This is an optimization exercise on Yosys and OpenROAD, whose aim is small area, not a production implementation.
Function was checked by simulation only, so behaviour that the tests miss may differ from the original.
Power and IR drop assume default switching activity.

<file path="flow/flow/run.sh">
#!/bin/bash
# Layout flow: the standard flow (standard.sh) unchanged, except that the
# synthesis maps the logic with a stronger ABC script (deep.abc: deepsyn, then
# area mapping) in place of ORFS's abc call. The synthesis script is otherwise
# synth_recipe.tcl and ORFS's synth.tcl as they are, so the registers, their
# names and their cells are the standard synthesis's.
set -euo pipefail
WORK=$(pwd)
F=$WORK/flow

# ORFS's synth.tcl with its abc call replaced
sed "s#log_cmd abc {\*}\$abc_args#log_cmd abc -script $F/deep.abc {*}\$lib_args {*}\$lib_dont_use_args#" \
	"$FLOW_HOME/scripts/synth.tcl" > "$WORK/synth_body.tcl"
grep -q "deep.abc" "$WORK/synth_body.tcl"
# synth_recipe.tcl sourcing it
sed "s#source \$::env(SCRIPTS_DIR)/synth.tcl#source $WORK/synth_body.tcl#" \
	"$WORK/synth_recipe.tcl" > "$WORK/own_synth.tcl"
grep -q "synth_body" "$WORK/own_synth.tcl"
# standard.sh with that synthesis script
sed "s#SYNTH_SCRIPT=[^ ]*#SYNTH_SCRIPT=$WORK/own_synth.tcl#" "$WORK/standard.sh" > "$WORK/own_standard.sh"
grep -q "own_synth" "$WORK/own_standard.sh"

bash "$WORK/own_standard.sh" synth > "$WORK/synth.log" 2>&1
bash "$WORK/standard.sh" > "$WORK/layout.log" 2>&1
</file>
<file path="flow/flow/deep.abc">
strash
&get -n
&deepsyn -T 60
&put
dch -f
amap
</file>
<file path="flow/standard.sh">
#!/bin/bash
# synth_recipe.tcl (not shown) runs the flow's synth.tcl, then flattens the netlist and writes it again
# the make line also repeats each setting of config.mk as NAME=value (left out here)
make -C /OpenROAD-flow-scripts/flow DESIGN_CONFIG=/design/flow/config.mk WORK_HOME=/design/flow/orfs CLKGATE_MAP_FILE= SYNTH_SCRIPT=/design/flow/synth_recipe.tcl "${@:-finish}"
</file>
<file path="flow/config.mk">
export PLATFORM = sky130hd
export DESIGN_NAME = angle_display
export DESIGN_NICKNAME = angle_display
export VERILOG_FILES = /design/flow/design.v
export SDC_FILE = /design/flow/constraint.sdc
export NUM_CORES = 4
export LEC_CHECK = 0
export CAP_MARGIN = 20
export CORE_MARGIN = 2
export CORE_UTILIZATION = 40
export SLEW_MARGIN = 20
</file>
<file path="flow/constraint.sdc">
create_clock -name core_clock -period 40.0 [get_ports {clk}]
set_input_delay 8.0000 -clock core_clock [delete_from_list [all_inputs] [get_ports {clk}]]
set_output_delay 8.0000 -clock core_clock [all_outputs]
set_load 0.01 [all_outputs]
</file>
<file path="flow/design.v">
module hex_to_angle (
	input clk,
	input init,                  
	input sweep,                 
	input [7:0] i,
	input [7:0] m,               
	input s,                     
	input zero,                  
	output reg hun,              
	output reg [3:0] ten,
	output reg [3:0] uni
);
	function [255:0] step_table;
		input neg;
		integer k;
		begin
			for (k = 0; k < 256; k = k + 1)
				if (neg)
					step_table[k] = (k < 255) &&
						(((899*(k+1) + 2295) / 2550) != ((899*k + 2295) / 2550));
				else
					step_table[k] = ((6*(k+1)) / 17) != ((6*k) / 17);
		end
	endfunction
	localparam [255:0] STEP_POS = step_table(1'b0);
	localparam [255:0] STEP_NEG = step_table(1'b1);
	wire below = (i < m);
	wire inc = sweep && !zero && (s ? (!below && STEP_NEG[i]) : (below && STEP_POS[i]));
	always @(posedge clk)
	begin
		if (init)
		begin
			hun <= 1'b0;
			ten <= (s && !zero) ? 4'd0 : 4'd9;
			uni <= 4'd0;
		end
		else if (inc)
		begin
			if (uni == 4'd9)
			begin
				uni <= 4'd0;
				if (ten == 4'd9)
				begin
					ten <= 4'd0;
					hun <= 1'b1;
				end
				else
					ten <= ten + 4'd1;
			end
			else
				uni <= uni + 4'd1;
		end
	end
endmodule
module hvsync_generator(
	input clk,
	input rst,
	output reg [9:0] hd,
	output reg [9:0] vd,
	output frame_end,
	output hsync,
	output vsync
);
	wire hd_end = hd[9] & hd[8] & hd[5];                   
	wire vd_end = vd[9] & vd[3] & vd[2] & vd[0];           
	always @(posedge clk)
	begin
		if (rst)
		begin
			hd <= 10'd800;
			vd <= 10'd525;
		end
		else
		begin
			hd <= hd_end ? 10'd0 : hd + 10'd1;
			if (hd_end)
				vd <= vd_end ? 10'd0 : vd + 10'd1;
		end
	end
	assign frame_end = hd[9] & hd[8] & (&hd[4:0]) & vd_end;
	assign hsync = ~(hd[9] & ~hd[8] & hd[7] & (hd[6:0] >= 7'd17) & (hd[6:0] <= 7'd111));
	assign vsync = ~(vd[8:0] == 9'd491);
endmodule
module VGADemo (
	input [9:0] cx,
	input [9:0] cy,
	input hun,
	input [3:0] ten,
	input [3:0] uni,
	output text
);
	function [7:0] digit_font;
		input [3:0] code;
		input [2:0] row;
		begin
			digit_font = 8'h00;
			case (code)
				4'd0: case (row) 0: digit_font = 8'b0011_1100; 1: digit_font = 8'b0100_0110; 2: digit_font = 8'b0100_1010; 3: digit_font = 8'b0101_0010; 4: digit_font = 8'b0110_0010; 5: digit_font = 8'b0100_0010; 6: digit_font = 8'b0011_1100; default: digit_font = 8'h00; endcase
				4'd1: case (row) 0: digit_font = 8'b0001_1000; 1: digit_font = 8'b0010_1000; 2: digit_font = 8'b0100_1000; 3: digit_font = 8'b0000_1000; 4: digit_font = 8'b0000_1000; 5: digit_font = 8'b0000_1000; 6: digit_font = 8'b0111_1110; default: digit_font = 8'h00; endcase
				4'd2: case (row) 0: digit_font = 8'b0011_1100; 1: digit_font = 8'b0100_0010; 2: digit_font = 8'b0000_0010; 3: digit_font = 8'b0000_1100; 4: digit_font = 8'b0011_0000; 5: digit_font = 8'b0100_0000; 6: digit_font = 8'b0111_1110; default: digit_font = 8'h00; endcase
				4'd3: case (row) 0: digit_font = 8'b0011_1100; 1: digit_font = 8'b0100_0010; 2: digit_font = 8'b0000_0010; 3: digit_font = 8'b0001_1100; 4: digit_font = 8'b0000_0010; 5: digit_font = 8'b0100_0010; 6: digit_font = 8'b0011_1100; default: digit_font = 8'h00; endcase
				4'd4: case (row) 0: digit_font = 8'b0000_0100; 1: digit_font = 8'b0000_1100; 2: digit_font = 8'b0001_0100; 3: digit_font = 8'b0010_0100; 4: digit_font = 8'b0111_1110; 5: digit_font = 8'b0000_0100; 6: digit_font = 8'b0000_0100; default: digit_font = 8'h00; endcase
				4'd5: case (row) 0: digit_font = 8'b0111_1110; 1: digit_font = 8'b0100_0000; 2: digit_font = 8'b0111_1100; 3: digit_font = 8'b0000_0010; 4: digit_font = 8'b0000_0010; 5: digit_font = 8'b0100_0010; 6: digit_font = 8'b0011_1100; default: digit_font = 8'h00; endcase
				4'd6: case (row) 0: digit_font = 8'b0011_1100; 1: digit_font = 8'b0100_0000; 2: digit_font = 8'b0111_1100; 3: digit_font = 8'b0100_0010; 4: digit_font = 8'b0100_0010; 5: digit_font = 8'b0100_0010; 6: digit_font = 8'b0011_1100; default: digit_font = 8'h00; endcase
				4'd7: case (row) 0: digit_font = 8'b0111_1110; 1: digit_font = 8'b0000_0010; 2: digit_font = 8'b0000_0100; 3: digit_font = 8'b0000_1000; 4: digit_font = 8'b0001_0000; 5: digit_font = 8'b0010_0000; 6: digit_font = 8'b0010_0000; default: digit_font = 8'h00; endcase
				4'd8: case (row) 0: digit_font = 8'b0011_1100; 1: digit_font = 8'b0100_0010; 2: digit_font = 8'b0100_0010; 3: digit_font = 8'b0011_1100; 4: digit_font = 8'b0100_0010; 5: digit_font = 8'b0100_0010; 6: digit_font = 8'b0011_1100; default: digit_font = 8'h00; endcase
				4'd9: case (row) 0: digit_font = 8'b0011_1100; 1: digit_font = 8'b0100_0010; 2: digit_font = 8'b0100_0010; 3: digit_font = 8'b0011_1110; 4: digit_font = 8'b0000_0010; 5: digit_font = 8'b0000_0010; 6: digit_font = 8'b0011_1100; default: digit_font = 8'h00; endcase
				default: digit_font = 8'h00;
			endcase
		end
	endfunction
	function [7:0] letter_font;
		input [1:0] which;       
		input [2:0] row;
		begin
			letter_font = 8'h00;
			case (which)
				2'd0: case (row) 0: letter_font = 8'b1000_0001; 1: letter_font = 8'b0100_0010; 2: letter_font = 8'b0010_0100; 3: letter_font = 8'b0001_1000; 4: letter_font = 8'b0010_0100; 5: letter_font = 8'b0100_0010; 6: letter_font = 8'b1000_0001; default: letter_font = 8'h00; endcase
				2'd1: case (row) 0: letter_font = 8'b1000_0001; 1: letter_font = 8'b0100_0010; 2: letter_font = 8'b0010_0100; 3: letter_font = 8'b0001_1000; 4: letter_font = 8'b0001_1000; 5: letter_font = 8'b0001_1000; 6: letter_font = 8'b0001_1000; default: letter_font = 8'h00; endcase
				default: case (row) 0: letter_font = 8'b1111_1111; 1: letter_font = 8'b0000_0010; 2: letter_font = 8'b0000_0100; 3: letter_font = 8'b0000_1000; 4: letter_font = 8'b0001_0000; 5: letter_font = 8'b0010_0000; 6: letter_font = 8'b1111_1111; default: letter_font = 8'h00; endcase
			endcase
		end
	endfunction
	wire line_x = (cy[8:3] == 6'd12 & cy[2]) | (cy[8:3] == 6'd13 & ~cy[2]);
	wire line_y = (cy[8:3] == 6'd15);
	wire line_z = (cy[8:3] == 6'd17 & cy[2]) | (cy[8:3] == 6'd18 & ~cy[2]);
	wire [2:0] row = {cy[2] ^ ~line_y, cy[1:0]};
	wire c_letter = (cx[9:3] == 7'd12 & cx[2]) | (cx[9:3] == 7'd13 & ~cx[2]);
	wire c_colon  = (cx == 10'd113) | (cx == 10'd114);
	wire c_hun    = (cx[9:3] == 7'd15);
	wire c_ten    = (cx[9:3] == 7'd16);
	wire c_uni    = (cx[9:3] == 7'd17);
	wire [3:0] code = c_hun ? 4'd1 : (c_ten ? ten : uni);
	wire show = c_hun ? hun : (c_ten ? (hun | (ten != 4'd0)) : c_uni);
	wire [7:0] dbits = digit_font(code, row);
	wire [7:0] lbits = letter_font(line_x ? 2'd0 : (line_y ? 2'd1 : 2'd2), row);
	wire colon_row = (row == 3'd1) | (row == 3'd2) | (row == 3'd4) | (row == 3'd5);
	wire on_letter = c_letter & lbits[3'd7 - {~cx[2], cx[1:0]}];
	wire on_colon  = c_colon & colon_row;
	wire on_digit  = show & dbits[3'd7 - cx[2:0]];
	assign text = (line_x | line_y | line_z) & (on_letter | on_colon | on_digit);
endmodule
module angle_display (
	input clk,
	input rst,
	input [7:0] x_hex,
	input x_neg,
	input [7:0] y_hex,
	input y_neg,
	input [7:0] z_hex,
	input z_neg,
	output [2:0] pixel,
	output hsync,
	output vsync
);
	wire [9:0] hd, vd;
	wire frame_end;
	hvsync_generator HVSYNC (
		.clk(clk),
		.rst(rst),
		.hd(hd),
		.vd(vd),
		.frame_end(frame_end),
		.hsync(hsync),
		.vsync(vsync)
	);
	reg [7:0] abs_x, abs_y, abs_z;
	reg neg_x, neg_y, neg_z;
	reg zero;
	always @(posedge clk)
	begin
		if (rst)
			zero <= 1'b1;
		else if (frame_end)
			zero <= 1'b0;
		if (frame_end)
		begin
			abs_x <= x_hex;
			abs_y <= y_hex;
			abs_z <= z_hex;
			neg_x <= x_neg;
			neg_y <= y_neg;
			neg_z <= z_neg;
		end
	end
	wire [7:0] m = vd[5] ? (vd[4] ? abs_y : abs_x) : abs_z;
	wire s = vd[5] ? (vd[4] ? neg_y : neg_x) : neg_z;
	wire hun;
	wire [3:0] ten, uni;
	hex_to_angle CONV (
		.clk(clk),
		.init(~hd[9] & hd[8]),
		.sweep(hd[9] & ~hd[8]),
		.i(hd[7:0]),
		.m(m),
		.s(s),
		.zero(zero),
		.hun(hun),
		.ten(ten),
		.uni(uni)
	);
	wire text;
	VGADemo TEXT (
		.cx(hd),
		.cy(vd),
		.hun(hun),
		.ten(ten),
		.uni(uni),
		.text(text)
	);
	assign pixel = {3{text}};
endmodule
</file>
==> results of run 1 <==
==> worst max-delay path: stages, from the launching register on <==
cell and delay, ns:
dfxtp_1 0.45, clkinv_1 0.18, nor2_1 0.38, clkinv_1 0.23
o22ai_1 0.61, clkinv_1 0.38, nor2_1 0.42, clkinv_1 0.22
o21ai_0 0.36, nand2_1 0.09, o21ai_0 0.15, o21a_1 0.18
o32a_1 0.15, o21ai_0 0.08, o41ai_1 0.08, nand3_1 0.14
nand3_1 0.13, nor3b_1 0.32, clkdlybuf4s50_1 0.61
==> Yosys cell counts (2+ instances only) <==
| master | n |
|---|---|
| nor2_1 | 109 |
| clkinv_1 | 64 |
| nand2_1 | 34 |
| edfxtp_1 | 31 |
| o21ai_0 | 29 |
| dfxtp_1 | 26 |
| o22ai_1 | 22 |
| ha_1 | 21 |
| nor3_1 | 19 |
| nand3_1 | 16 |
| a21oi_1 | 15 |
| o21bai_1 | 9 |
| a31oi_1 | 8 |
| o32ai_1 | 8 |
| a211oi_1 | 7 |
| a21o_1 | 6 |
| and3_1 | 5 |
| nor4_1 | 5 |
| o21a_1 | 5 |
| nor2b_1 | 4 |
| o211ai_1 | 4 |
| a2111oi_0 | 3 |
| buf_4 | 3 |
| o221ai_1 | 3 |
| o31ai_1 | 3 |
| or2_0 | 3 |
| a22oi_1 | 2 |
| nand2b_1 | 2 |
| o311ai_0 | 2 |
| o32a_1 | 2 |
| or3_1 | 2 |
==> layer usage <==
| layer | GRT usage (%) | vias up | wire length [um] | share of wire, % |
|---|---|---|---|---|
| li1 | - | 1852 | - | - |
| met3 | 3.244 | 23 | 631 | 5.9 |
| met1 | 28.12 | 1705 | 4843 | 45 |
| met5 | 0 | - | 0 | 0 |
| met4 | 9.148 | 0 | 249 | 2.3 |
| met2 | 35.86 | 181 | 4959 | 46 |
==> power groups by stage <==
stage	registers, uW	clock network, uW	logic [uW]
detailed placement	72.0	0	72.1
floorplan	70.2	0	51.6
CTS	70.6	55.0	72.6
finish	70.7	53.3	74.9
global route	71.3	57.2	81.9
global placement	71.7	0	74.9
==> cell usage in the layout (no fill, tap or decap), drive strengths merged, types with 16 or more instances in the layout <==
master         netlist  final
o21ai               29     29
clkdlybuf4s50        0     33
dfxtp               26     26
nor3                19     19
nor2               109    109
nand3               16     16
nand2               34     34
clkinv              64     67
ha                  21     21
edfxtp              31     31
o22ai               22     22
==> per-stage QoR <==
stage / total power (uW) / std cells / util (%)
after floorplan: 121.8 / 485 / -
after global placement: 146.7 / 627 / 46.08
after detailed placement: 144.0 / 627 / 46.08
after CTS: 198.2 / 643 / 48.11
after global routing: 210.4 / 643 / 48.11
final: 198.9 / 643 / 48.11
==> cell families after synthesis <==
| kind of cell | after synthesis | synth area share [%] |
|---|---|---|
| adder cells (fa/ha/maj) | 21 | 6.954 |
| AND/OR/NAND/NOR | 201 | 22.68 |
| AO/OA/AOI/OAI | 139 | 25.00 |
| buffers and inverters | 67 | 6.954 |
| flip-flops | 57 | 38.41 |
==> registers in the layout, indices dropped and copies added (netlist names) <==
| name | cells |
|---|---|
| neg_y | 1 |
| zero | 1 |
| CONV.uni | 4 |
| abs_z | 8 |
| neg_x | 1 |
| abs_y | 8 |
| CONV.hun | 1 |
| abs_x | 8 |
| neg_z | 1 |
| CONV.ten | 4 |
| HVSYNC.hd | 10 |
| HVSYNC.vd | 10 |
==> final timing paths <==
kind	cells past startpoint	endpoint	slack [ns]
worst max-delay path	18	pixel[2]	26.52
worst min-delay path	2	zero	0.48
worst max register to register	20	CONV.uni[3]	35.57
worst min register to register	2	zero	0.48
==> final cells by class <==
cell class	instances	area (um2)
clock buffer	10	127.6
clock inverter	6	58.81
fill	945	4772
inverter	64	240.2
multi-input combinational	361	2069
sequential	57	1451
tap	111	138.9
timing repair buffer	34	337.8
==> results.yml, run 1 <==
timing:
  tightest_slew_ns: 0.7254
  fin_ws_ns: 26.52
  fmax_ghz: 0.07417
  whs_ns: 0.4796
  relSlewSlack_pct: 51.27
  slew_viol_final: 0
  skew_ns: 0.01936
  report.final.setup_viol: 0
  fin_crit_ns: 13.48
  finalHoldViolCount: 0
  rsz0062_at_grt: "false"
  fin_crit_sh_pct: 33.71
  fin_setup_tns_ns: 0
setup_path:
  critPathRequiredTime_ns: 32.00
  startpoint_type: "flop"
  arrival_ns: 5.48
  r2r-start: "HVSYNC.hd[0]"
  end_kind: "primary output"
  startpoint: "HVSYNC.vd[2]"
  path_max_fanout: 7
  path_class: "flop to primary output"
hold_path:
  hold_class: "flop to flop"
  hp-start: "zero"
logic_synthesis:
  yosys_warnings: 4
  yosys-top-cells-area: "edfxtp_1 25%, dfxtp_1 14%, nor2_1 11%"
  syn_area_um2: 3779
  synth.top_cell.area_share_pct: 24.64
  ys_types: 44
  ys_seq_elements: 57
  syn_nets: 535
  dominantRegCellSynth: "edfxtp_1"
  syn_avg_cell_area_um2: 7.791
  synth_area_leader_cell: "edfxtp_1"
  synthArstFlopShare_pct: 0
  synth_seq_area_share_pct: 38.41
  syn_inst: 485
  synth_edf_count: 31
global_routing:
  grt_max_degree: 29
  track_usage_pct: 21.60
  grt_pass1_wl_um: 17550
  grt_pass1_vias: 3657
  antenna_found_initial: 0
  grt_overflow: 0
power:
  pwr-share-comb_pct: 37.6
  seq_power_share_pct: 35.5
  swShare_pct: 40.19
  p_sw_uw: 79.93
  power_density_nw_per_um2: 44.96
  ir_drop_v: 0.00002056
  p_leak_uw: 0.001559
  power.internal_uw: 119.0
  pwr-share-clk_pct: 26.8
detailed_routing:
  ant_nets: 0
  routed_via_density: 5.849
  wire_per_inst_um: 16.61
  vias: 3761
  drt_first_pass_iters: 5
  drc: 0
  dr.first_iter.drc_count: 256
  drt_wl_total_um: 10680
die:
  start_util_pct: 41.09
  die_y_um: 101.2
  coreArea_um2: 9196
  row_count: 35
  dieWidth_um: 101.2
  dieArea_um2: 10240
  num_io_pins: 34
finish:
  insertedDiodeCount: 0
  final_area_um2: 4424
  layout-drive-gt1-share_pct: 3.008
  nets: 577
  syn_to_final_growth_pct: 17.09
clock_network:
  cts_resized: 0
  htree_num_levels: 3
  cts_sinks: 57
  clockBufferDepth: 2
  clkLatencyLatePin_ns: 0.34
  cts.clk_slew.worst_paths_ns: 0.09
  postCtsHoldBufs: 0
  cts_setup_buffers: 0
  root_buffer: "clkbuf_8"
  cts_buffers: 9
  cts_tree: "done"
place:
  gp_congestion: 0.9281
  dp_hpwl_um: 8207
  dpl_worst_slack_ns: 27.15
  place_area_um2: 4238
  portBuffers: 33
outcome:
  status: "no timing/DRC/antenna violations"
run:
  maxCapViolations: 0
==> run 2, diff against run 1 <==
==> flow/flow/run.sh (replaced) <==
#!/bin/bash
# Layout flow: the standard flow (standard.sh), with three changes:
# - synthesis maps the logic with a stronger ABC script (deep.abc: deepsyn,
#   then area mapping) in place of ORFS's abc call, and lets ABC see the
#   adders and comparators as plain logic (no half/full-adder extraction, no
#   Kogge-Stone carry map). The synthesis script is otherwise synth_recipe.tcl
#   and ORFS's synth.tcl as they are, so the registers, their names and their
#   cells are the standard synthesis's.
# - the port buffers are buf_1 cells (the outputs drive 10 fF).
# Each tool's output goes to a log file in the work folder.
set -euo pipefail
WORK=$(pwd)
F=$WORK/flow

# ORFS's synth.tcl with its abc call replaced
sed "s#log_cmd abc {\*}\$abc_args#log_cmd abc -script $F/deep.abc {*}\$lib_args {*}\$lib_dont_use_args#" \
	"$FLOW_HOME/scripts/synth.tcl" > "$WORK/synth_body.tcl"
grep -q "deep.abc" "$WORK/synth_body.tcl"
# synth_recipe.tcl sourcing it
sed "s#source \$::env(SCRIPTS_DIR)/synth.tcl#source $WORK/synth_body.tcl#" \
	"$WORK/synth_recipe.tcl" > "$WORK/own_synth.tcl"
grep -q "synth_body" "$WORK/own_synth.tcl"
# standard.sh with that synthesis script and settings
sed "s#SYNTH_SCRIPT=[^ ]*#SYNTH_SCRIPT=$WORK/own_synth.tcl ADDER_MAP_FILE= SYNTH_OPERATIONS_ARGS=-flatten 'BUFFER_PORTS_ARGS=-buffer_cell sky130_fd_sc_hd__buf_1'#" \
	"$WORK/standard.sh" > "$WORK/own_standard.sh"
grep -q "own_synth" "$WORK/own_standard.sh"

bash "$WORK/own_standard.sh" synth > "$WORK/synth.log" 2>&1
bash "$WORK/own_standard.sh" > "$WORK/layout.log" 2>&1
--- a/flow/config.mk
+++ b/flow/config.mk
@@ -10,2 +10,3 @@
 export CORE_UTILIZATION = 40
+export CTS_BUF_LIST = sky130_fd_sc_hd__clkbuf_4
 export SLEW_MARGIN = 20
==> run 2 against run 1 <==
  * Still clean
  * Sequential cell count unchanged
  * Worst hold slack gained 0.011 ns
  * Fmax increased by 8.5%
==> results.yml, run 2 <==
outcome:
  status: "no timing/DRC/antenna violations"
timing:
  fin_crit_ns: 12.43
  fin_setup_tns_ns: 0
  finalHoldViolCount: 0
  fin_ws_ns: 27.57
  fin_crit_sh_pct: 31.07
  relSlewSlack_pct: 38.90
  skew_ns: 0.02137
  fmax_ghz: 0.08047
  tightest_slew_ns: 0.9068
  slew_viol_final: 0
  rsz0062_at_grt: "false"
  report.final.setup_viol: 0
logic_synthesis:
  syn_inst: 433
  netlist_top_cells_count: "100 x nor2_1, 60 x clkinv_1, 35 x nand2_1, 31 x edfxtp_1, 31 x o21ai_0"
  dominantRegCellSynth: "edfxtp_1"
  synth_area_leader_cell: "edfxtp_1"
  yosys-top-cells-area: "edfxtp_1 28%, dfxtp_1 15%, nor2_1 11%"
  syn_area_um2: 3378
  synth_most_common_cell: "nor2_1"
  synth_edf_count: 31
  syn_avg_cell_area_um2: 7.802
  ys_seq_elements: 57
  syn_nets: 462
  synth_seq_area_share_pct: 42.96
  synthArstFlopShare_pct: 0
  yosys_warnings: 4
  synth.top_cell.area_share_pct: 27.56
  ys_types: 37
finish:
  top_regs: "HVSYNC.hd x10, HVSYNC.vd x10"
  final_util_pct: 46.03
  insertedDiodeCount: 0
  multi_input_area_um2: 1685
  nets: 504
  layout-drive-gt1-share_pct: 3.542
  syn_to_final_growth_pct: 11.96
  final_area_um2: 3782
  fill_cells: 838
  fin_cells: 585
  layout_common_cells: "100 x nor2_1, 61 x clkinv_1, 35 x nand2_1"
  seq_area_um2: 1451
  layout_commonest_cell: "nor2_1"
clock_network:
  postCtsHoldBufs: 0
  cts_tree: "done"
  root_buffer: "clkbuf_4"
  htree_num_levels: 3
  cts_sinks: 57
  cts_buffers: 9
  cts_resized: 0
  clkLatencyLatePin_ns: 0.40
  cts_setup_buffers: 0
  cts.clk_slew.worst_paths_ns: 0.09
  clockBufferDepth: 2
power:
  power_density_nw_per_um2: 42.26
  pwr-share-clk_pct: 30.1
  power.internal_uw: 105.1
  ir_drop_v: 0.00002499
  swShare_pct: 34.26
  p_leak_uw: 0.001191
  p_sw_uw: 54.76
  pwr-share-comb_pct: 26.7
  seq_power_share_pct: 43.2
setup_path:
  arrival_ns: 4.43
  end_kind: "primary output"
  startpoint_type: "flop"
  path_class: "flop to primary output"
  path_max_fanout: 13
  critPathRequiredTime_ns: 32.00
die:
  num_io_pins: 34
  die_y_um: 95.90
  start_util_pct: 41.11
  coreArea_um2: 8217
  row_count: 33
  dieWidth_um: 95.90
  dieArea_um2: 9197
global_routing:
  track_usage_pct: 21.18
  grt-busiest-layer: "met2"
  grt_overflow: 0
  grt_use_met1_pct: 27.17
  grtUsageMet3_pct: 4.150
  grt_pass1_wl_um: 15030
  grt_max_degree: 29
  met2_usage_pct: 35.55
  grt_pass1_vias: 3187
  antenna_found_initial: 0
place:
  post-place-cells: 569
  gp_congestion: 0.9160
  dpl_worst_slack_ns: 28.07
  portBuffers: 33
  dp_hpwl_um: 6967
  place_area_um2: 3625
detailed_routing:
  ant_nets: 0
  drt_first_pass_iters: 6
  routed_via_density: 5.778
  drc: 0
  vias: 3380
  dr.first_iter.drc_count: 294
  wire_per_inst_um: 15.30
  drt_wl_total_um: 8948
hold_path:
  hold_class: "flop to flop"
run:
  maxCapViolations: 0
==> run 2: power by group through the flow <==
| stage | clock, uW | combinational [uW] | sequential (uW) |
|---|---|---|---|
| after global placement | 0 | 41.9 | 70.3 |
| after global routing | 52.7 | 47.6 | 69.5 |
| after detailed placement | 0 | 41.5 | 70.3 |
| final | 48.2 | 42.6 | 69.0 |
| after floorplan | 0 | 31.8 | 68.9 |
| after CTS | 49.7 | 41.7 | 69.0 |
==> run 2: logic make-up (layout without fill, tap and decap cells) <==
group,Yosys count,in the layout,synth area share (%)
AOI/OAI and AO/OA,123,123,25.56
and+or+nand+nor,190,190,24.15
buffers and inverters,63,110,7.333
DFF,57,57,42.96
==> run 2: worst paths after layout <==
| path | from | end | slack (ns) | cells after the start |
|---|---|---|---|---|
| setup / recovery | HVSYNC.hd[3] | pixel[2] | 27.57 | 14 |
| hold / removal | HVSYNC.vd[9] | HVSYNC.vd[9] | 0.49 | 1 |
| setup reg to reg | HVSYNC.hd[0] | CONV.ten[0] | 35.19 | 23 |
| hold reg to reg | HVSYNC.vd[9] | HVSYNC.vd[9] | 0.49 | 1 |
==> run 2: stage by stage <==
stage / total power [uW] / hold slack [ns]
3_3_place_gp: 112.2 / 0.4674
6_report: 159.8 / 0.4905
2_1_floorplan: 100.7 / 0.4514
4_1_cts: 160.4 / 0.4938
5_1_grt: 169.8 / 0.5026
3_5_place_dp: 111.8 / 0.4716
==> run 2: critical path, stage by stage, from the launching register on <==
cell,delay (ns)
dfxtp_1,0.61
nand2_1,0.17
o22ai_1,0.58
clkinv_1,0.30
or2_0,0.35
nor2_1,0.17
a211oi_1,0.07
o21a_1,0.19
o311a_1,0.29
o21a_1,0.18
or4_1,0.39
a21oi_1,0.16
a311oi_1,0.07
nor4_1,0.33
buf_1,0.20
==> run 2: cell type report <==
cell class                 count  area share (%)
clock buffer                  10           1.985
clock inverter                 6           2.183
inverter                      60           5.954
multi-input combinational    313           44.56
sequential                    57           38.37
tap                          105           3.473
timing repair buffer          34           3.473
==> run 2: layer usage <==
layer | part of all wire [%] | wire length (um) | vias to the layer above
met5 | 0 | 0 | -
met2 | 48 | 4301 | 130
met1 | 44 | 3937 | 1557
li1 | - | - | 1670
met3 | 5.5 | 493 | 23
met4 | 2.4 | 215 | 0
==> run 3, diff against run 2 <==
--- a/flow/flow/run.sh
+++ b/flow/flow/run.sh
@@ -9,4 +9,6 @@
 # - the port buffers are buf_1 cells (the outputs drive 10 fF).
+# - clock tree synthesis adds no dummy loads and uses small clock buffers.
 # Each tool's output goes to a log file in the work folder.
 set -euo pipefail
+CTS="-sink_clustering_enable -repair_clock_nets -dont_use_dummy_load -sink_clustering_size 30 -buf_list sky130_fd_sc_hd__clkbuf_8"
 WORK=$(pwd)
@@ -23,3 +25,3 @@
 # standard.sh with that synthesis script and settings
-sed "s#SYNTH_SCRIPT=[^ ]*#SYNTH_SCRIPT=$WORK/own_synth.tcl ADDER_MAP_FILE= SYNTH_OPERATIONS_ARGS=-flatten 'BUFFER_PORTS_ARGS=-buffer_cell sky130_fd_sc_hd__buf_1'#" \
+sed "s#SYNTH_SCRIPT=[^ ]*#SYNTH_SCRIPT=$WORK/own_synth.tcl ADDER_MAP_FILE= SYNTH_OPERATIONS_ARGS=-flatten 'BUFFER_PORTS_ARGS=-buffer_cell sky130_fd_sc_hd__buf_1' 'CTS_ARGS=$CTS'#" \
 	"$WORK/standard.sh" > "$WORK/own_standard.sh"
--- a/flow/config.mk
+++ b/flow/config.mk
@@ -10,3 +10,2 @@
 export CORE_UTILIZATION = 40
-export CTS_BUF_LIST = sky130_fd_sc_hd__clkbuf_4
 export SLEW_MARGIN = 20
==> run 3 against run 2 <==
  * Core utilization shrank 0.41 points
  * Clock power shrank 17%
  * Synthesized area is the same
  * Via count shrank 0.59%
  * Non-clock buffer count is the same
  * Die area is the same
  * Wire length grew 0.97%
  * Critical path depth is the same
  * First-iteration DRC count shrank 3.1%
  * Register-to-register slack lost 0.03 ns
==> results.yml, run 3 <==
detailed_routing:
  routed_via_density: 5.813
  ant_nets: 0
  drc: 0
  drt_first_pass_iters: 5
  wire_per_inst_um: 15.63
  drt_wl_total_um: 9035
  vias: 3360
  dr.first_iter.drc_count: 285
timing:
  finalHoldViolCount: 0
  fin_setup_tns_ns: 0
  report.final.setup_viol: 0
  tightest_slew_ns: 0.9074
  slew_viol_final: 0
  fmax_ghz: 0.08078
  relSlewSlack_pct: 38.87
  rsz0062_at_grt: "false"
  fin_crit_sh_pct: 30.95
  skew_ns: 0.02108
  fin_crit_ns: 12.38
setup_path:
  end_kind: "primary output"
  crit_top_cell: "o21a_1"
  slowest_stage: "dfxtp_1"
  path_buf_inv: 2
  worstPathCellList: "nand2_1 > o22ai_1 > clkinv_1 > or2_0 > nor2_1 > a211oi_1 > o21a_1 > o311a_1 > o21a_1 > or4_1 > a21oi_1 > a311oi_1 > nor4_1 > buf_1"
  startpoint_type: "flop"
  critPathMaxStageDelay_ns: 0.59
  path_max_fanout: 13
  arrival_ns: 4.38
  cp_top_family: "compound AO/OA/AOI/OAI gates"
  critPathRequiredTime_ns: 32.00
  path_class: "flop to primary output"
  r2r-start: "HVSYNC.hd[0]"
  startpoint: "HVSYNC.hd[3]"
power:
  ir_drop_v: 0.00002306
  power_density_nw_per_um2: 40.49
  p_leak_uw: 0.001172
finish:
  seq_area_um2: 1451
  final_util_pct: 45.62
  top_regs: "HVSYNC.hd x10, HVSYNC.vd x10"
  layout_commonest_cell: "nor2_1"
  fill_cells: 833
  syn_to_final_growth_pct: 10.96
  nets: 504
  layout-drive-gt1-share_pct: 2.326
  insertedDiodeCount: 0
  layout_common_cells: "100 x nor2_1, 60 x clkinv_1, 35 x nand2_1"
  multi_input_area_um2: 1685
clock_network:
  cts_sinks: 57
  clockBufferDepth: 2
  clkLatencyLatePin_ns: 0.33
  cts.clk_slew.worst_paths_ns: 0.06
  cts_resized: 0
  cts_tree: "done"
  htree_num_levels: 3
  postCtsHoldBufs: 0
  cts_setup_buffers: 0
  cts_buffers: 9
  root_buffer: "clkbuf_8"
logic_synthesis:
  synth_seq_area_share_pct: 42.96
  synth_top_family_by_area: "compound AO/OA/AOI/OAI gates"
  synth.top_cell.area_share_pct: 27.56
  synth_mux_area_share_pct: 0
  yosys-top-cells-area: "edfxtp_1 28%, dfxtp_1 15%, nor2_1 11%"
  synth_xor_area_share_pct: 0
  syn_area_um2: 3378
  yosys.area_share.simple_pct: 24.15
  netlist_top_cells_count: "100 x nor2_1, 60 x clkinv_1, 35 x nand2_1, 31 x edfxtp_1, 31 x o21ai_0"
  synth_compound_area_share_pct: 25.56
  yosys_warnings: 4
  synth_edf_count: 31
  dominantRegCellSynth: "edfxtp_1"
  synthArstFlopShare_pct: 0
  synth_area_leader_cell: "edfxtp_1"
  synthAdderAreaFrac_pct: 0
  synth_most_common_cell: "nor2_1"
  syn_inst: 433
  syn_avg_cell_area_um2: 7.802
  syn_nets: 462
  ys_seq_elements: 57
  ys_types: 37
global_routing:
  grt_max_degree: 29
  grt_overflow: 0
  grt_pass1_wl_um: 15060
  antenna_found_initial: 0
  grt_pass1_vias: 3192
  track_usage_pct: 21.43
place:
  portBuffers: 33
  dp_hpwl_um: 6967
  gp_congestion: 0.9160
die:
  row_count: 33
  start_util_pct: 41.11
  dieWidth_um: 95.90
  die_y_um: 95.90
  coreArea_um2: 8217
  dieArea_um2: 9197
  num_io_pins: 34
outcome:
  status: "no timing/DRC/antenna violations"
hold_path:
  hp-start: "HVSYNC.vd[9]"
  hold_class: "flop to flop"
run:
  maxCapViolations: 0
==> run 3: worst reg2reg max path, stage by stage, from the launching register on <==
cell,delay (ns)
dfxtp_1,0.50
clkinv_1,0.26
nor2_1,0.25
nor2_1,0.09
nand2_1,0.09
o21ai_0,0.23
nor2_1,0.27
nand2_1,0.10
o21ai_0,0.13
nor2_1,0.11
clkinv_1,0.09
nor3_1,0.06
or3_1,0.31
a31o_1,0.21
o21a_1,0.09
a311oi_1,0.31
a31oi_1,0.08
nor2_1,0.10
nand2_1,0.05
and2_0,0.18
nor3_1,0.20
nand2_1,0.16
or2_0,0.26
o21ai_0,0.35
==> run 3: area by class of cell <==
type	count	share of cell area [%]
flip-flops and latches	57	38.72
clock buffers	9	3.304
multi-input cells	313	44.96
well taps	105	3.505
inverters	60	6.008
repair buffers	34	3.505
==> run 3: per-layer routing <==
| layer | global-route usage (%) | vias up | part of all wire (%) |
|---|---|---|---|
| met4 | 8.333 | 0 | 2.6 |
| met2 | 35.61 | 132 | 48 |
| li1 | - | 1662 | - |
| met1 | 26.82 | 1547 | 44 |
| met3 | 5.247 | 19 | 5.5 |
| met5 | 0 | - | 0 |
==> run 3: worst paths after layout <==
kind         cells after the start  slack [ns]      endpoint
min                              1        0.48  HVSYNC.vd[9]
min reg2reg                      1        0.48  HVSYNC.vd[9]
max reg2reg                     23       35.16   CONV.ten[0]
max                             14       27.62      pixel[2]
==> run 3: power by group <==
group / switching [uW] / internal [uW] / total (uW)
clock network: 19.9 / 19.9 / 39.9
logic: 28.1 / 14.6 / 42.8
registers: 4.37 / 64.8 / 69.2
total: 52.4 / 99.4 / 152
==> run 3: logic make-up after synthesis <==
kind of cell	after synthesis
buffers and inverters	63
flip-flops	57
AND/OR/NAND/NOR	190
AO/OA/AOI/OAI	123
==> run 3: stage by stage <==
stage	setup WS [ns]	total power [uW]	area (um2)	std cells	hold WS, ns
after floorplan	28.54	100.7	3378	433	0.4514
after global placement	28.13	112.2	3625	569	0.4674
after detailed placement	28.07	111.8	3625	569	0.4716
after CTS	27.69	152.3	3749	578	0.4845
after global routing	27.15	161.3	3749	578	0.4903
final	27.62	151.8	3749	578	0.4810
==> run 4, diff against run 3 <==
--- a/flow/flow/run.sh
+++ b/flow/flow/run.sh
@@ -12,3 +12,3 @@
 set -euo pipefail
-CTS="-sink_clustering_enable -repair_clock_nets -dont_use_dummy_load -sink_clustering_size 30 -buf_list sky130_fd_sc_hd__clkbuf_8"
+CTS="-sink_clustering_enable -repair_clock_nets -dont_use_dummy_load -sink_clustering_size 30 -sink_clustering_max_diameter 300 -buf_list sky130_fd_sc_hd__clkbuf_8"
 WORK=$(pwd)
==> run 4 against run 3 <==
  * Cell area stayed put
  * Critical endpoint unchanged
  * Wire length stayed put
  * Still clean on timing, DRC and antenna
  * Clock skew stayed put
  * Sequential share of layout area stayed put
  * Count of clock-buffer cells in the layout stayed put
==> results.yml, run 4 <==
global_routing:
  grt_pass1_wl_um: 15060
  grt_overflow: 0
  antenna_found_initial: 0
  track_usage_pct: 21.43
  grt_max_degree: 29
  grt_pass1_vias: 3192
logic_synthesis:
  synth_area_leader_cell: "edfxtp_1"
  syn_avg_cell_area_um2: 7.802
  yosys-top-cells-area: "edfxtp_1 28%, dfxtp_1 15%, nor2_1 11%"
  synthArstFlopShare_pct: 0
  synth_xor_area_share_pct: 0
  synth_seq_area_share_pct: 42.96
  syn_inst: 433
  dominantRegCellSynth: "edfxtp_1"
  syn_nets: 462
  ys_types: 37
  ys_seq_elements: 57
  synth_edf_count: 31
  synthAdderAreaFrac_pct: 0
  synth_mux_area_share_pct: 0
  netlist_top_cells_count: "100 x nor2_1, 60 x clkinv_1, 35 x nand2_1, 31 x edfxtp_1, 31 x o21ai_0"
  synth.top_cell.area_share_pct: 27.56
  synth_compound_area_share_pct: 25.56
  yosys.area_share.simple_pct: 24.15
  synth_most_common_cell: "nor2_1"
  synth_top_family_by_area: "compound AO/OA/AOI/OAI gates"
  syn_area_um2: 3378
  yosys_warnings: 4
setup_path:
  reg2reg_depth: 23
  r2r_end: "CONV.ten[0]"
  startpoint_type: "flop"
  path_class: "flop to primary output"
  r2r-start: "HVSYNC.hd[0]"
  r2r_slack_ns: 35.16
  critPathRequiredTime_ns: 32.00
  arrival_ns: 4.38
  path_max_fanout: 13
  end_kind: "primary output"
detailed_routing:
  vias: 3360
  drt_wl_total_um: 9035
  routed_via_density: 5.813
  drc: 0
  drt_first_pass_iters: 5
  wire_per_inst_um: 15.63
  dr.first_iter.drc_count: 285
  ant_nets: 0
finish:
  layout_commonest_cell: "nor2_1"
  insertedDiodeCount: 0
  syn_to_final_growth_pct: 10.96
  layout_common_cells: "100 x nor2_1, 60 x clkinv_1, 35 x nand2_1"
  top_regs: "HVSYNC.hd x10, HVSYNC.vd x10"
  layout-drive-gt1-share_pct: 2.326
  nets: 504
timing:
  slew_viol_final: 0
  rsz0062_at_grt: "false"
  report.final.setup_viol: 0
  fin_setup_tns_ns: 0
  fin_crit_ns: 12.38
  skew_ns: 0.02108
  fin_crit_sh_pct: 30.95
  relSlewSlack_pct: 38.87
  fmax_ghz: 0.08078
  tightest_slew_ns: 0.9074
  finalHoldViolCount: 0
clock_network:
  cts_tree: "done"
  clockBufferDepth: 2
  root_buffer: "clkbuf_8"
  cts_setup_buffers: 0
  postCtsHoldBufs: 0
  cts_resized: 0
  clkLatencyLatePin_ns: 0.33
  cts_sinks: 57
  cts.clk_slew.worst_paths_ns: 0.06
  cts_buffers: 9
  htree_num_levels: 3
die:
  die_y_um: 95.90
  dieWidth_um: 95.90
  row_count: 33
  num_io_pins: 34
  dieArea_um2: 9197
  coreArea_um2: 8217
  start_util_pct: 41.11
place:
  portBuffers: 33
  gp_congestion: 0.9160
  dp_hpwl_um: 6967
power:
  p_total_uw: 151.8
  power_density_nw_per_um2: 40.49
  ir_drop_v: 0.00002306
  p_leak_uw: 0.001172
outcome:
  status: "no timing/DRC/antenna violations"
hold_path:
  min_to: "HVSYNC.vd[9]"
  hold_class: "flop to flop"
  hp-start: "HVSYNC.vd[9]"
  holdPathStages: 1
run:
  maxCapViolations: 0
-- run 4: cell counts in the layout (fill, tap and decap cells not counted) --
Identical to the previous run, type by type.
-- run 4: worst max path at each step --
stage,end,cells past startpoint,from
floorplan,pixel[0],14,HVSYNC.hd[3]
global placement,pixel[0],14,HVSYNC.hd[3]
detailed placement,pixel[2],14,HVSYNC.hd[3]
CTS,pixel[2],14,HVSYNC.hd[3]
global route,pixel[2],15,HVSYNC.hd[3]
finish,pixel[2],14,HVSYNC.hd[3]
-- run 4: critical path, stage by stage, from the launching register on --
cell	delay (ns)
dfxtp_1	0.59
nand2_1	0.17
o22ai_1	0.58
clkinv_1	0.29
or2_0	0.34
nor2_1	0.17
a211oi_1	0.08
o21a_1	0.20
o311a_1	0.29
o21a_1	0.18
or4_1	0.40
a21oi_1	0.16
a311oi_1	0.07
nor4_1	0.33
buf_1	0.20
-- run 4: final cells by class --
class | count | area [um2]
fill | 833 | 4468
multi-input combinational | 313 | 1685
sequential | 57 | 1451
inverter | 60 | 225.2
timing repair buffer | 34 | 131.4
tap | 105 | 131.4
clock buffer | 9 | 123.9
-- run 4: report_power, final --
group	internal (uW)	leakage [uW]	switching, uW
Combinational	14.6	0.000615	28.1
Clock	19.9	0.0000647	19.9
Sequential	64.8	0.000492	4.37
Total	99.4	0.00117	52.4
-- run 4: metrics by stage --
step / instances / setup WS, ns / area (um2) / hold slack, ns / util (%)
final: 578 / 27.62 / 3749 / 0.4810 / 45.62
after global routing: 578 / 27.15 / 3749 / 0.4903 / 45.62
after floorplan: 433 / 28.54 / 3378 / 0.4514 / -
after detailed placement: 569 / 28.07 / 3625 / 0.4716 / 44.11
after CTS: 578 / 27.69 / 3749 / 0.4845 / 45.62
after global placement: 569 / 28.13 / 3625 / 0.4674 / 44.11
-- run 4: logic make-up (layout without fill, tap and decap cells) --
| kind of cell | count (synthesis) | in the layout |
|---|---|---|
| and+or+nand+nor | 190 | 190 |
| AOI/OAI and AO/OA | 123 | 123 |
| buffers and inverters | 63 | 103 |
| DFF | 57 | 57 |
-- run 4: routing by layer --
metal | track usage [%] | share of wire (%)
met1 | 26.82 | 44
met2 | 35.61 | 48
met3 | 5.247 | 5.5
met4 | 8.333 | 2.6
met5 | 0 | 0
==> run 5, diff against run 4 <==
--- a/flow/flow/run.sh
+++ b/flow/flow/run.sh
@@ -12,3 +12,3 @@
 set -euo pipefail
-CTS="-sink_clustering_enable -repair_clock_nets -dont_use_dummy_load -sink_clustering_size 30 -sink_clustering_max_diameter 300 -buf_list sky130_fd_sc_hd__clkbuf_8"
+CTS="-sink_clustering_enable -repair_clock_nets -dont_use_dummy_load -sink_clustering_size 60 -sink_clustering_max_diameter 300 -buf_list sky130_fd_sc_hd__clkbuf_16"
 WORK=$(pwd)
==> run 5 against run 4 <==
  * Wire length down 0.13%
  * Clock power up 55%
  * Cell count unchanged
  * Register-to-register slack better by 0.05 ns
  * Via count up 0.30%
  * Setup slack better by 0.047 ns
  * Fmax up 0.38%
  * Sequential share of layout area down 1.0 points
  * Combinational power about the same
  * Die area unchanged
  * First-iteration DRC count up 7.0%
  * Critical path depth unchanged
  * Largest power group unchanged
  * Highest routed layer unchanged
==> results.yml, run 5 <==
outcome:
  status: "no timing/DRC/antenna violations"
logic_synthesis:
  synth_most_common_cell: "nor2_1"
  ys_seq_elements: 57
  yosys_warnings: 4
  synthArstFlopShare_pct: 0
  synth_seq_area_share_pct: 42.96
  netlist_top_cells_count: "100 x nor2_1, 60 x clkinv_1, 35 x nand2_1, 31 x edfxtp_1, 31 x o21ai_0"
  synth_edf_count: 31
  yosys-top-cells-area: "edfxtp_1 28%, dfxtp_1 15%, nor2_1 11%"
  ys_types: 37
  dominantRegCellSynth: "edfxtp_1"
  syn_nets: 462
  synth_area_leader_cell: "edfxtp_1"
  syn_area_um2: 3378
  syn_inst: 433
  syn_avg_cell_area_um2: 7.802
  synth.top_cell.area_share_pct: 27.56
detailed_routing:
  ant_nets: 0
  drc: 0
  wire_per_inst_um: 15.61
  drt_wl_total_um: 9023
  vias: 3370
  dr.first_iter.drc_count: 305
  routed_via_density: 5.830
  drt_first_pass_iters: 5
setup_path:
  r2r_slack_ns: 35.21
  arrival_ns: 4.33
  crit_top_cell: "o21a_1"
  critPathRequiredTime_ns: 32.00
  slowest_stage: "dfxtp_1"
  path_max_fanout: 13
  path_buf_inv: 2
  end_kind: "primary output"
  startpoint_type: "flop"
  worstPathCellList: "nand2_1 > o22ai_1 > clkinv_1 > or2_0 > nor2_1 > a211oi_1 > o21a_1 > o311a_1 > o21a_1 > or4_1 > a21oi_1 > a311oi_1 > nor4_1 > buf_1"
  path_class: "flop to primary output"
  cp_top_family: "compound AO/OA/AOI/OAI gates"
  critPathMaxStageDelay_ns: 0.59
finish:
  nets: 504
  syn_to_final_growth_pct: 13.96
  top_regs: "HVSYNC.hd x10, HVSYNC.vd x10"
  fin_cells: 578
  layout-drive-gt1-share_pct: 2.326
  final_area_um2: 3850
  layout_common_cells: "100 x nor2_1, 60 x clkinv_1, 35 x nand2_1"
  layout_commonest_cell: "nor2_1"
  fill_cells: 821
  insertedDiodeCount: 0
timing:
  fmax_ghz: 0.08109
  relSlewSlack_pct: 38.83
  finalHoldViolCount: 0
  slew_viol_final: 0
  fin_crit_ns: 12.33
  rsz0062_at_grt: "false"
  report.final.setup_viol: 0
  whs_ns: 0.4787
  fin_ws_ns: 27.67
  tightest_slew_ns: 0.9080
  skew_ns: 0.01663
  fin_setup_tns_ns: 0
  fin_crit_sh_pct: 30.83
place:
  dpl_worst_slack_ns: 28.07
  dp_hpwl_um: 6967
  portBuffers: 33
  place_area_um2: 3625
  gp_congestion: 0.9160
  post-place-cells: 569
die:
  row_count: 33
  coreArea_um2: 8217
  start_util_pct: 41.11
  dieWidth_um: 95.90
  dieArea_um2: 9197
  die_y_um: 95.90
  num_io_pins: 34
global_routing:
  grt_overflow: 0
  track_usage_pct: 21.35
  grt_pass1_vias: 3198
  grt_max_degree: 29
  antenna_found_initial: 0
  grt_pass1_wl_um: 15070
clock_network:
  cts.clk_slew.worst_paths_ns: 0.05
  clockBufferDepth: 2
  cts_tree: "done"
  cts_resized: 0
  clkLatencyLatePin_ns: 0.32
  root_buffer: "clkbuf_16"
  cts_buffers: 9
  cts_setup_buffers: 0
  cts_sinks: 57
  postCtsHoldBufs: 0
  htree_num_levels: 3
power:
  p_leak_uw: 0.001218
  ir_drop_v: 0.00002924
  power_density_nw_per_um2: 45.17
run:
  maxCapViolations: 0
hold_path:
  hold_class: "flop to flop"
[run 5: logic make-up (layout without fill, tap and decap cells)]
kind of cell    after synthesis  count (layout)  synth area share, %
simple gates                190             190                24.15
flops                        57              57                42.96
buf+inv                      63             103                7.333
compound gates              123             123                25.56
[run 5: worst paths after layout]
path                startpoint            to  cells after the start
setup / recovery  HVSYNC.hd[3]      pixel[2]                     14
setup reg to reg  HVSYNC.hd[0]   CONV.ten[2]                     23
hold / removal    HVSYNC.vd[9]  HVSYNC.vd[9]                      1
hold reg to reg   HVSYNC.vd[9]  HVSYNC.vd[9]                      1
[run 5: final cells by class]
class	count	area (um2)	share of cell area, %
repair buffers	34	131.4	3.412
clock buffers	9	225.2	5.850
inverters	60	225.2	5.850
multi-input cells	313	1685	43.78
flip-flops and latches	57	1451	37.70
well taps	105	131.4	3.412
[run 5: stage by stage]
step	total power (uW)	util, %
after global routing	183.2	46.86
after global placement	112.2	44.11
after CTS	173.8	46.86
final	173.9	46.86
after detailed placement	111.8	44.11
after floorplan	100.7	-
[run 5: metal layers]
layer / share of wire, % / track usage (%)
met5: 0 / 0
met2: 48 / 35.61
met4: 2.3 / 8.214
met3: 6.2 / 4.385
met1: 44 / 27.17
[run 5: where the power goes]
part,total [uW],switching [uW],leakage [uW],internal (uW)
combinational,42.9,28.3,0.000615,14.6
sequential,69.3,4.35,0.000492,64.9
clock,61.7,22.6,0.000111,39.1
[run 5: worst reg2reg max path, stage by stage (launching register included)]
cell	delay (ns)
dfxtp_1	0.49
clkinv_1	0.24
nor2_1	0.24
nor2_1	0.09
nand2_1	0.09
o21ai_0	0.23
nor2_1	0.28
nand2_1	0.10
o21ai_0	0.13
nor2_1	0.11
clkinv_1	0.09
nor3_1	0.06
or3_1	0.31
a31o_1	0.21
o21a_1	0.09
a311oi_1	0.29
a31oi_1	0.09
nor2_1	0.10
nand2_1	0.05
and2_0	0.17
nor3_1	0.19
nand2_1	0.15
or2_0	0.26
o21ai_0	0.35
==> run 6, diff against run 5 <==
--- a/flow/flow/run.sh
+++ b/flow/flow/run.sh
@@ -12,3 +12,3 @@
 set -euo pipefail
-CTS="-sink_clustering_enable -repair_clock_nets -dont_use_dummy_load -sink_clustering_size 60 -sink_clustering_max_diameter 300 -buf_list sky130_fd_sc_hd__clkbuf_16"
+CTS="-sink_clustering_enable -repair_clock_nets -dont_use_dummy_load -buf_list sky130_fd_sc_hd__clkbuf_4"
 WORK=$(pwd)
==> run 6 against run 5 <==
  * Still clean on timing, DRC and antenna
  * Power down 19%
  * Register-to-register slack barely moved
  * Critical path depth is the same
  * Clock power shrank 53%
  * Count of clock-buffer cells in the layout is the same
  * Cell count unchanged
  * Fmax down 0.87%
  * Setup slack worse by 0.11 ns
  * First-iteration DRC count decreased by 21%
  * Die area stayed put
  * Largest cell class unchanged
==> results.yml, run 6 <==
global_routing:
  grt_max_degree: 29
  grtUsageMet3_pct: 3.915
  grt-busiest-layer: "met2"
  grt_pass1_wl_um: 14990
  track_usage_pct: 21.16
  grt_overflow: 0
  grt_use_met1_pct: 27.12
  met2_usage_pct: 35.55
  grt_pass1_vias: 3176
  antenna_found_initial: 0
timing:
  fin_setup_tns_ns: 0
  rsz0062_at_grt: "false"
  report.final.setup_viol: 0
  finalHoldViolCount: 0
  relSlewSlack_pct: 39.13
  skew_ns: 0.03822
  fin_crit_ns: 12.44
  fin_crit_sh_pct: 31.10
  slew_viol_final: 0
  tightest_slew_ns: 0.9035
  fmax_ghz: 0.08038
die:
  die_y_um: 95.90
  coreArea_um2: 8217
  dieWidth_um: 95.90
  dieArea_um2: 9197
  start_util_pct: 41.11
  row_count: 33
  num_io_pins: 34
logic_synthesis:
  syn_inst: 433
  netlist_top_cells_count: "100 x nor2_1, 60 x clkinv_1, 35 x nand2_1, 31 x edfxtp_1, 31 x o21ai_0"
  dominantRegCellSynth: "edfxtp_1"
  yosys-top-cells-area: "edfxtp_1 28%, dfxtp_1 15%, nor2_1 11%"
  synth_xor_area_share_pct: 0
  synth_seq_area_share_pct: 42.96
  synth_most_common_cell: "nor2_1"
  synth_edf_count: 31
  synthAdderAreaFrac_pct: 0
  synth_mux_area_share_pct: 0
  yosys.area_share.simple_pct: 24.15
  synth_compound_area_share_pct: 25.56
  synth_top_family_by_area: "compound AO/OA/AOI/OAI gates"
  ys_seq_elements: 57
  synthArstFlopShare_pct: 0
  ys_types: 37
  yosys_warnings: 4
  syn_area_um2: 3378
  syn_avg_cell_area_um2: 7.802
  syn_nets: 462
  synth_area_leader_cell: "edfxtp_1"
  synth.top_cell.area_share_pct: 27.56
place:
  portBuffers: 33
  dp_hpwl_um: 6967
  gp_congestion: 0.9160
  post-place-cells: 569
setup_path:
  end_kind: "primary output"
  crit_top_cell: "o21a_1"
  startpoint_type: "flop"
  arrival_ns: 4.44
  path_buf_inv: 2
  critPathMaxStageDelay_ns: 0.60
  worstPathCellList: "nand2_1 > o22ai_1 > clkinv_1 > or2_0 > nor2_1 > a211oi_1 > o21a_1 > o311a_1 > o21a_1 > or4_1 > a21oi_1 > a311oi_1 > nor4_1 > buf_1"
  cp_top_family: "compound AO/OA/AOI/OAI gates"
  slowest_stage: "dfxtp_1"
  path_class: "flop to primary output"
  critPathRequiredTime_ns: 32.00
  path_max_fanout: 13
clock_network:
  root_buffer: "clkbuf_4"
  clkLatencyLatePin_ns: 0.39
  cts_sinks: 57
  cts_tree: "done"
  clockBufferDepth: 2
  cts_setup_buffers: 0
  postCtsHoldBufs: 0
  cts.clk_slew.worst_paths_ns: 0.08
  cts_buffers: 9
  htree_num_levels: 3
  cts_resized: 0
detailed_routing:
  vias: 3359
  dr.first_iter.drc_count: 242
  ant_nets: 0
  drt_wl_total_um: 8935
  routed_via_density: 5.811
  wire_per_inst_um: 15.46
  drc: 0
  drt_first_pass_iters: 5
run:
  maxCapViolations: 0
finish:
  fin_cells: 578
  layout_commonest_cell: "nor2_1"
  insertedDiodeCount: 0
  layout-drive-gt1-share_pct: 2.326
  syn_to_final_growth_pct: 9.296
  top_regs: "HVSYNC.hd x10, HVSYNC.vd x10"
  layout_common_cells: "100 x nor2_1, 60 x clkinv_1, 35 x nand2_1"
  nets: 504
power:
  p_leak_uw: 0.001148
  power_density_nw_per_um2: 38.10
  ir_drop_v: 0.00002059
outcome:
  status: "no timing/DRC/antenna violations"
hold_path:
  hold_class: "flop to flop"
run 6: cell count changes in the layout (fill, tap and decap cells not counted):
cell,delta
clkbuf_16,-9
clkbuf_4,+9
run 6: final cells by class:
class | count | area, um2
timing repair buffer | 34 | 131.4
sequential | 57 | 1451
clock buffer | 9 | 67.56
multi-input combinational | 313 | 1685
fill | 842 | 4524
inverter | 60 | 225.2
tap | 105 | 131.4
run 6: final timing paths:
check	startpoint	endpoint	slack, ns	cells after the start
worst min-delay path	HVSYNC.vd[9]	HVSYNC.vd[9]	0.49	1
worst max register to register	HVSYNC.hd[0]	CONV.ten[0]	35.22	23
worst min register to register	HVSYNC.vd[9]	HVSYNC.vd[9]	0.49	1
worst max-delay path	HVSYNC.hd[3]	pixel[2]	27.56	14
run 6: cell families (layout without fill, tap and decap cells):
kind of cell    Yosys count  in the layout
simple gates            190            190
compound gates          123            123
buf+inv                  63            103
flops                    57             57
run 6: through the flow:
stage / total power (uW) / cell area [um2] / hold WS, ns / setup slack (ns) / util (%)
after floorplan: 100.7 / 3378 / 0.4514 / 28.54 / -
after global placement: 112.2 / 3625 / 0.4674 / 28.13 / 44.11
after detailed placement: 111.8 / 3625 / 0.4716 / 28.07 / 44.11
after CTS: 141.0 / 3692 / 0.4901 / 27.62 / 44.94
after global routing: 150.1 / 3692 / 0.4978 / 27.08 / 44.94
final: 140.7 / 3692 / 0.4864 / 27.56 / 44.94
run 6: worst register-to-register path, delay by kind of cell, from the launching register on:
| family | cells | cell delay, ns |
|---|---|---|
| compound gates | 7 | 1.39 |
| flops | 1 | 0.51 |
| buf+inv | 2 | 0.34 |
| simple gates | 14 | 2.20 |
run 6: routing by layer:
metal  up-vias  wire (um)
li1       1665          -
met1      1545       3948
met2       129       4281
met3        20        522
met4         0        183
met5         -          0
run 6: power breakdown:
part | switching, uW | leakage (uW) | internal (uW)
Clock | 18.5 | 0.0000414 | 10.5
Combinational | 28.1 | 0.000615 | 14.6
Sequential | 4.34 | 0.000492 | 64.7
Total | 50.9 | 0.00115 | 89.7
==> run 7, diff against run 6 <==
==> flow/flow/run.sh (replaced) <==
#!/bin/bash
# Layout flow: the standard flow (standard.sh), with these changes:
# - synthesis maps the logic with ABC's deepsyn and area mapping, under
#   several seeds, keeping the smallest (abc_best.tcl), in place of ORFS's
#   abc call, and lets ABC see adders and comparators as plain logic (no
#   half/full-adder extraction, no Kogge-Stone carry map). The synthesis
#   script is otherwise synth_recipe.tcl and ORFS's synth.tcl as they are, so
#   the registers, their names and their cells are the standard synthesis's.
# - the port buffers are buf_1 cells (the outputs drive 10 fF).
# - clock tree synthesis adds no dummy loads and uses clkbuf_4 buffers.
# Each tool's output goes to a log file in the work folder.
set -euo pipefail
CTS="-sink_clustering_enable -repair_clock_nets -dont_use_dummy_load -buf_list sky130_fd_sc_hd__clkbuf_4"
WORK=$(pwd)
F=$WORK/flow

# ORFS's synth.tcl with its abc call replaced
sed "s#log_cmd abc {\*}\$abc_args#source $F/abc_best.tcl#" \
	"$FLOW_HOME/scripts/synth.tcl" > "$WORK/synth_body.tcl"
grep -q "abc_best.tcl" "$WORK/synth_body.tcl"
# synth_recipe.tcl sourcing it
sed "s#source \$::env(SCRIPTS_DIR)/synth.tcl#source $WORK/synth_body.tcl#" \
	"$WORK/synth_recipe.tcl" > "$WORK/own_synth.tcl"
grep -q "synth_body" "$WORK/own_synth.tcl"
# standard.sh with that synthesis script and settings
sed "s#SYNTH_SCRIPT=[^ ]*#SYNTH_SCRIPT=$WORK/own_synth.tcl ADDER_MAP_FILE= SYNTH_OPERATIONS_ARGS=-flatten 'BUFFER_PORTS_ARGS=-buffer_cell sky130_fd_sc_hd__buf_1' 'CTS_ARGS=$CTS'#" \
	"$WORK/standard.sh" > "$WORK/own_standard.sh"
grep -q "own_synth" "$WORK/own_standard.sh"

bash "$WORK/own_standard.sh" synth > "$WORK/synth.log" 2>&1
bash "$WORK/own_standard.sh" > "$WORK/layout.log" 2>&1
==> flow/flow/abc_best.tcl (new file) <==
# Technology mapping for synth.tcl, in place of its single abc call: map the
# logic with deepsyn (under several random seeds) and area mapping, and keep
# the smallest result. Only the combinational logic changes; the flip-flops
# were mapped before this step.
set abc_dir [file dirname [info script]]
set abc_tmp $::env(RESULTS_DIR)
yosys design -save abc_pre
set abc_best_area -1
set abc_best_seed -1
foreach abc_seed {0 1 2 3 4 5 6 7} {
  yosys design -load abc_pre
  set fh [open $abc_tmp/deep_$abc_seed.abc w]
  puts $fh "strash\n&get -n\n&deepsyn -T 20 -S $abc_seed\n&put\ndch -f\namap"
  close $fh
  log_cmd abc -script $abc_tmp/deep_$abc_seed.abc {*}$lib_args {*}$lib_dont_use_args
  set abc_stat [tee -q -s result.string stat {*}$lib_args]
  if { ![regexp {Chip area for module [^:]*: ([0-9.]+)} $abc_stat -> abc_area] } {
    error "no area after abc"
  }
  puts "abc seed $abc_seed: area $abc_area"
  if { $abc_best_area < 0 || $abc_area < $abc_best_area } {
    set abc_best_area $abc_area
    set abc_best_seed $abc_seed
    yosys design -save abc_best
  }
}
puts "abc: kept seed $abc_best_seed, area $abc_best_area"
yosys design -load abc_best
removed: flow/flow/deep.abc
==> run 7 against run 6 <==
  * Clock skew is 0.0095 ns lower
  * Worst hold slack better by 0.022 ns
  * Sequential cell count stayed put
  * Critical path depth is 5 higher
  * Count of clock-buffer cells in the layout stayed put
  * Sequential power is 3.8% lower
  * Largest cell class unchanged
  * Synthesized cell count is 4.4% lower
  * Combinational power is about 30% lower
  * Synthesized area is 2.6% lower
  * Core utilization is 0.53 points lower
==> results.yml, run 7 <==
die:
  die_y_um: 94.72
  dieWidth_um: 94.72
  dieArea_um2: 8972
  coreArea_um2: 8093
  start_util_pct: 40.68
  row_count: 33
  num_io_pins: 34
setup_path:
  arrival_ns: 4.72
  path_class: "flop to primary output"
  reg2reg_depth: 18
  critPathRequiredTime_ns: 32.00
  end_kind: "primary output"
  startpoint_type: "flop"
  r2r_end: "CONV.ten[0]"
  path_max_fanout: 11
  r2r_slack_ns: 35.78
  r2r-start: "HVSYNC.vd[5]"
logic_synthesis:
  ys_types: 45
  synthArstFlopShare_pct: 0
  syn_avg_cell_area_um2: 7.951
  netlist_top_cells_count: "101 x nor2_1, 52 x clkinv_1, 31 x edfxtp_1, 31 x nand2_1, 27 x o21ai_0"
  yosys-top-cells-area: "edfxtp_1 28%, dfxtp_1 16%, nor2_1 12%"
  synth_seq_area_share_pct: 44.09
  syn_inst: 414
  ys_seq_elements: 57
  yosys_warnings: 4
  synth.top_cell.area_share_pct: 28.28
  synth_area_leader_cell: "edfxtp_1"
  synth_most_common_cell: "nor2_1"
  synth_edf_count: 31
  dominantRegCellSynth: "edfxtp_1"
  syn_area_um2: 3292
  syn_nets: 443
global_routing:
  antenna_found_initial: 0
  grt_overflow: 0
  grt_pass1_wl_um: 15330
  grt_pass1_vias: 3223
  grt_max_degree: 29
  track_usage_pct: 21.89
detailed_routing:
  vias: 3352
  dr.first_iter.drc_count: 390
  routed_via_density: 6.007
  drc: 0
  drt_first_pass_iters: 7
  ant_nets: 0
  wire_per_inst_um: 16.34
  drt_wl_total_um: 9118
run:
  maxCapViolations: 0
place:
  gp_congestion: 0.9379
  dp_hpwl_um: 6814
  post-place-cells: 549
  place_area_um2: 3526
  portBuffers: 33
finish:
  top_regs: "HVSYNC.hd x10, HVSYNC.vd x10"
  final_util_pct: 44.40
  insertedDiodeCount: 0
  layout_commonest_cell: "nor2_1"
  nets: 484
  final_area_um2: 3593
  syn_to_final_growth_pct: 9.160
  layout_common_cells: "101 x nor2_1, 52 x clkinv_1, 33 x buf_1"
  fin_cells: 558
  fill_cells: 867
  layout-drive-gt1-share_pct: 2.208
clock_network:
  cts_buffers: 9
  postCtsHoldBufs: 0
  cts_setup_buffers: 0
  clkLatencyLatePin_ns: 0.40
  cts.clk_slew.worst_paths_ns: 0.09
  cts_resized: 0
  cts_sinks: 57
  root_buffer: "clkbuf_4"
  cts_tree: "done"
  htree_num_levels: 3
  clockBufferDepth: 2
timing:
  finalHoldViolCount: 0
  skew_ns: 0.02874
  rsz0062_at_grt: "false"
  relSlewSlack_pct: 49.10
  fmax_ghz: 0.07862
  fin_setup_tns_ns: 0
  slew_viol_final: 0
  tightest_slew_ns: 0.7555
  fin_crit_ns: 12.72
  report.final.setup_viol: 0
  fin_crit_sh_pct: 31.80
outcome:
  status: "no timing/DRC/antenna violations"
power:
  ir_drop_v: 0.00001986
  p_total_uw: 126.5
  power_density_nw_per_um2: 35.21
  p_leak_uw: 0.001123
hold_path:
  min_to: "HVSYNC.vd[8]"
  holdPathStages: 2
  hold_class: "flop to flop"
  hp-start: "HVSYNC.vd[8]"
==> run 7: changes by cell type in the layout (fill, tap and decap cells not counted), moves of 5 or more <==
cell,change
or3_1,-6
or2_0,-6
clkinv_1,-8
a21oi_1,+6
nand3_1,-5
a222oi_1,+5
==> run 7: power by group <==
| part | total, uW | internal (uW) | switching, uW |
|---|---|---|---|
| Sequential | 66.4 | 63.5 | 2.95 |
| Combinational | 29.8 | 9.26 | 20.5 |
| Clock | 30.3 | 10.5 | 19.9 |
| Total | 127 | 83.2 | 43.3 |
==> run 7: kinds of logic (layout without fill, tap and decap cells) <==
group / count (synthesis) / count (layout) / synth area share (%)
AO/OA/AOI/OAI: 124 / 124 / 26.30
buffers and inverters: 55 / 94 / 6.613
flip-flops: 57 / 57 / 44.09
AND/OR/NAND/NOR: 178 / 178 / 22.99
==> run 7: critical path, stage by stage (launching register included) <==
cell	delay [ns]
dfxtp_1	0.48
nand2_1	0.27
nor2_1	0.11
nand4_1	0.19
nand2_1	0.10
o22ai_1	0.45
clkinv_1	0.27
o21ai_0	0.33
nand2_1	0.18
a211oi_1	0.34
and3_1	0.22
a2111oi_0	0.07
a31oi_1	0.15
a311oi_1	0.06
o21ai_0	0.20
o21a_1	0.14
nor2_1	0.04
o41a_1	0.14
nor4b_1	0.40
buf_1	0.20
==> run 7: worst max path at each step <==
| stage | cells after the start | start | slack [ns] | to |
|---|---|---|---|---|
| after global placement | 19 | HVSYNC.hd[5] | 27.72 | pixel[1] |
| after global routing | 19 | HVSYNC.hd[6] | 26.75 | pixel[2] |
| final | 19 | HVSYNC.hd[5] | 27.28 | pixel[0] |
| after floorplan | 19 | HVSYNC.hd[6] | 28.57 | pixel[0] |
| after detailed placement | 19 | HVSYNC.hd[5] | 27.80 | pixel[0] |
| after CTS | 19 | HVSYNC.hd[5] | 27.37 | pixel[0] |
==> run 7: area by class of cell <==
| cell class | count | area [um2] | area share, % |
|---|---|---|---|
| clock buffers | 9 | 67.56 | 1.880 |
| inverters | 52 | 195.2 | 5.432 |
| multi-input cells | 302 | 1624 | 45.20 |
| flip-flops and latches | 57 | 1451 | 40.39 |
| well taps | 105 | 131.4 | 3.656 |
| repair buffers | 33 | 123.9 | 3.447 |
==> run 7: through the flow <==
stage                     hold slack [ns]  setup slack [ns]
after floorplan                    0.4549             28.57
after global placement             0.4834             27.72
after detailed placement           0.4911             27.80
after CTS                          0.5044             27.37
after global routing               0.5318             26.75
final                              0.5081             27.28
==> run 7: routing by layer <==
| layer | global-route usage [%] | up-vias | part of all wire [%] |
|---|---|---|---|
| met5 | 0 | - | 0 |
| met4 | 7.971 | 0 | 2.4 |
| met3 | 4.389 | 24 | 5.1 |
| met2 | 35.70 | 136 | 47 |
| met1 | 28.82 | 1573 | 46 |
| li1 | - | 1619 | - |

static timing again, ports no longer ideal:
No port has a modelled driver above. Below, the same layouts with a new extraction and two added sets of constraints.
Step 1 assumes that a clkbuf_16 drives the clock port and a buf_2 every other input.
Step 2 times the ports against the registers' clock, not the clock port: input delays grow and output delays shrink by t, the midpoint of the rising clock arrivals with the driver on.
Three values: ideal ports, drivers, drivers and shift; two values: the first two.
run | shift t [ns] | slack for setup (ns) | worst setup path after step 2 | worst register clock-pin slew, ns | worst data-port slew with drivers (ns)
run 1 | 0.360 | 26.517 / 26.483 / 26.844 | register to output | 0.09 / 0.09 | 0.04
run 2 | 0.420 | 27.573 / 27.544 / 27.964 | register to output | 0.12 / 0.12 | 0.03
run 3 | 0.352 | 27.621 / 27.589 / 27.941 | register to output | 0.07 / 0.07 | 0.03
run 4 | 0.352 | 27.621 / 27.589 / 27.941 | register to output | 0.07 / 0.07 | 0.03
run 5 | 0.347 | 27.668 / 27.632 / 27.978 | register to output | 0.05 / 0.05 | 0.03
run 6 | 0.404 | 27.559 / 27.530 / 27.934 | register to output | 0.11 / 0.11 | 0.03
run 7 | 0.415 | 27.280 / 27.250 / 27.665 | register to output | 0.11 / 0.11 | 0.04
After both steps every run listed still meets setup and hold.
